This is an optimization exercise on Yosys and OpenROAD, whose aim is small area, a short achievable clock period and few clock cycles per item, not a production implementation.
Where RTL was checked, it was by simulation tests only, not by an equivalence proof against the original.

==> v13 <==
## cordicManager
module cordicManager (
  input           clk_i,
  input           nrst_i,
  input   [23:0]  freq_i,
  input           theta_iteration_valid_i,
  input   [11:0]  theta_iteration_i,
  output          dt_Ticks_valid_o,
  output          next_dt_Ticks_o,
  output  [15:0]  dt_Ticks_o
);
clock: 8.0 ns
lec_check: 0
abc_area: 1
cap_margin: 20
core_margin: 2
core_utilization: 40
setup_slack_margin: 3
slew_margin: 20
synth_memory_max_bits: 65536
run.sh (not shown) runs the stock make flow with config.mk's settings and CLKGATE_MAP_FILE= SYNTH_SCRIPT=/design/flow/synth_recipe.tcl, a recipe that flattens the netlist after the stock synthesis.
==> v1 (differences from v13) <==
--- a/flow/design.v
+++ b/flow/design.v
@@ -1115,13 +1115,13 @@
     vo_r <= 1'b0;
     if (start_w) begin
       busy_r <= 1'b1;
       cnt_r  <= 4'd0;
     end else if (busy_r) begin
       cnt_r <= cnt_r + 4'd1;
-      if (cnt_r == 4'd10) begin
+      if (cnt_r == 4'd11) begin
         busy_r <= 1'b0;
         fin_r  <= 1'b1;
         vo_r   <= 1'b1;
       end
     end else if (fin_r & ~theta_iteration_valid_i) begin
       fin_r <= 1'b0;
@@ -1164,36 +1164,42 @@
 wire [20:0] fp_w = {2'b00, freq_i[17:0], 1'b0};
 function [2:0] fbits;                
   input [3:0]  cnt;
   input [20:0] fp;
   begin
     case (cnt)
-      4'd1:    fbits = fp[16:14];
-      4'd2:    fbits = fp[14:12];
-      4'd3:    fbits = fp[12:10];
-      4'd4:    fbits = fp[10:8];
-      4'd5:    fbits = fp[8:6];
-      4'd6:    fbits = fp[6:4];
-      4'd7:    fbits = fp[4:2];
-      4'd8:    fbits = fp[2:0];
-      default: fbits = fp[18:16];
+      4'd1:    fbits = fp[18:16];
+      4'd2:    fbits = fp[16:14];
+      4'd3:    fbits = fp[14:12];
+      4'd4:    fbits = fp[12:10];
+      4'd5:    fbits = fp[10:8];
+      4'd6:    fbits = fp[8:6];
+      4'd7:    fbits = fp[6:4];
+      4'd8:    fbits = fp[4:2];
+      4'd9:    fbits = fp[2:0];
+      default: fbits = fp[20:18];
     endcase
   end
 endfunction
 wire [2:0]  bd_w   = fbits(cnt_r, fp_w);
 wire        bneg_w = bd_w[2] & ~(bd_w[1] & bd_w[0]);
 wire        bone_w = bd_w[1] ^ bd_w[0];
 wire        btwo_w = (bd_w == 3'b011) | (bd_w == 3'b100);
 wire [14:0] phm_w  = (cnt_r == 4'd0) ? phn_w : ph_r;
-wire [26:0] mag_w  = bone_w ? {5'd0, phm_w, 7'd0} :
-                     btwo_w ? {4'd0, phm_w, 8'd0} : 27'd0;
+wire [26:0] mag_w  = (bone_w | (cnt_r == 4'd0)) ? {5'd0, phm_w, 7'd0} :
+                     btwo_w                      ? {4'd0, phm_w, 8'd0} : 27'd0;
 reg  [26:0] db_r;
 reg         dneg_r;
 always @(posedge clk_i) begin
-  db_r   <= bneg_w ? ~mag_w : mag_w;
-  dneg_r <= bneg_w;
+  if (cnt_r == 4'd0) begin
+    db_r   <= freq_i[17] ? mag_w : 27'd0;
+    dneg_r <= 1'b0;
+  end else begin
+    db_r   <= bneg_w ? ~mag_w : mag_w;
+    dneg_r <= bneg_w;
+  end
 end
 function [26:0] qc_vec;              
   input [3:0] q;
   begin
     case (q)
       4'd4:    qc_vec = ~(C1 * 4);
@@ -1251,13 +1257,13 @@
 wire [26:0] c2_w  = {(s1_w[25:0] & c1_w[25:0]) | (s1_w[25:0] & kc_w[25:0]) | (c1_w[25:0] & kc_w[25:0]),
                      ~q_w[3] & (q_w != 4'd0)};
 wire [17:0] qsum_w;
 pfx_add #(18) add_qs (.a_i({qa_r[15:0], 2'b00}), .b_i({{14{qd_r[3]}}, qd_r}), .c_i(1'b0), .s_o(qsum_w));
 always @(posedge clk_i) begin
   if (cnt_r == 4'd0) begin
-    ws_r <= freq_i[17] ? {3'd0, phn_w, 7'd0} : 25'd0;
+    ws_r <= 25'd0;
     wc_r <= 25'd0;
     qa_r <= 18'd0;
     qd_r <= 4'd0;
   end else begin
     ws_r <= s2_w[24:0];
     wc_r <= c2_w[24:0];
@@ -1279,17 +1285,18 @@
 wire s2_sel = (qsum_w >= 18'd83445)  | ((qsum_w == 18'd83444)  & b2_w) | ((qsum_w == 18'd83443)  & a2_w);
 wire s3_sel = (qsum_w >= 18'd125166) | ((qsum_w == 18'd125165) & b3_w) | ((qsum_w == 18'd125164) & a3_w);
 wire [15:0] kj_w = s3_sel ? (a3_w ? 16'd5908  : b3_w ? 16'd5907  : 16'd5906)  :
                    s2_sel ? (a2_w ? 16'd47629 : b2_w ? 16'd47628 : 16'd47627) :
                    s1_sel ? (a1_w ? 16'd23815 : b1_w ? 16'd23814 : 16'd23813) :
                             (f0_w ? 16'd0     : 16'd65535);
-wire [15:0] dt_w;
-pfx_add #(16) add_dt (.a_i(qsum_w[15:0]), .b_i(kj_w), .c_i(1'b0), .s_o(dt_w));
-reg  [15:0] dt_r;
-always @(posedge clk_i) dt_r <= dt_w;
-assign dt_Ticks_o = dt_r;
+reg  [15:0] qr_r, kj_r;
+always @(posedge clk_i) begin
+  qr_r <= qsum_w[15:0];
+  kj_r <= kj_w;
+end
+pfx_add #(16) add_dt (.a_i(qr_r), .b_i(kj_r), .c_i(1'b0), .s_o(dt_Ticks_o));
 endmodule
 module pfx_add #(parameter W = 8) (
   input  [W-1:0] a_i,
   input  [W-1:0] b_i,
   input          c_i,
   output [W-1:0] s_o
ABC_AREA = default   (was 1)
SETUP_SLACK_MARGIN = default   (was 3)
==> v23 (differences from v13) <==
SETUP_SLACK_MARGIN = default   (was 3)
==> v29 (differences from v13) <==
SETUP_SLACK_MARGIN = 4   (was 3)
==> impl_metrics.tcl <==
set metrics [dict create \
    synth.distinct_cells 112 \
    wl_met3_um 6080 \
    status "no timing/DRC/antenna violations" \
    clkSinkCount 173 \
    top_layer "met5" \
]
the above is filed under v1

==> impl_metrics.tcl <==
set metrics [dict create \
    cts_setup_buffers 0 \
    status "no timing/DRC/antenna violations" \
    top_layer "met4" \
    multi_input_area_share_pct 64.0 \
    synth.distinct_cells 72 \
    preCtsSetupSlack_ns 2.32 \
]
the above is filed under v23

==> impl_metrics.tcl <==
set metrics [dict create \
    synth.distinct_cells 72 \
    status "no timing/DRC/antenna violations" \
    top_layer "met5" \
]
the above is filed under v13

==> impl_metrics.tcl <==
set metrics [dict create \
    status "no timing/DRC/antenna violations" \
    wl_met3_um 7760 \
    clkSinkCount 162 \
    top_layer "met4" \
    synth.distinct_cells 72 \
]
the above is filed under v29

Testbench counts of v13, summed over its fixed seeds: cycles 7,160, items 512.
Testbench counts of v23, summed over its fixed seeds: cycles 7,160, items 512.
Testbench counts of v29, summed over its fixed seeds: cycles 7,160, items 512.
Function not checked in v1: the RTL went through the layout flow alone.

-- re-timing with driven ports --
No port has a modelled driver above. Below, the same layouts with a new extraction and two added sets of constraints. Step 1 (the two cells are an assumption about what drives the block):
set clk [get_ports {clk_i}]
set_driving_cell -lib_cell sky130_fd_sc_hd__clkbuf_16 $clk
set_driving_cell -lib_cell sky130_fd_sc_hd__buf_2 [delete_from_list [all_inputs] $clk]
Step 2 also shifts input and output timing later by t, the mid clock arrival at the registers, as if the neighbouring blocks saw the same clock. Slacks: no drivers / after step 1 / after step 2; pairs: no drivers / after step 1.
| run | shift t [ns] | setup slack, ns | worst hold slack (ns) | worst register clock-pin slew, ns | cell pins on the clock port's net |
|---|---|---|---|---|---|
| v13 | 0.500 | 3.075 / 3.070 / 2.570 | 0.545 / 0.545 / 0.545 | 0.08 / 0.08 | 1 |
| v1 | 0.503 | 2.391 / 2.336 / 2.147 | 0.449 / 0.449 / 0.449 | 0.08 / 0.08 | 1 |
| v23 | 0.494 | 2.273 / 2.273 / 2.273 | 0.545 / 0.545 / 0.545 | 0.08 / 0.08 | 1 |
| v29 | 0.496 | 3.317 / 3.317 / 3.317 | 0.549 / 0.549 / 0.549 | 0.08 / 0.08 | 1 |
After both steps every run listed still meets setup and hold. The setup slack of v13, which loses most, moves by -0.005 ns with the drivers and by -0.505 ns with both steps.
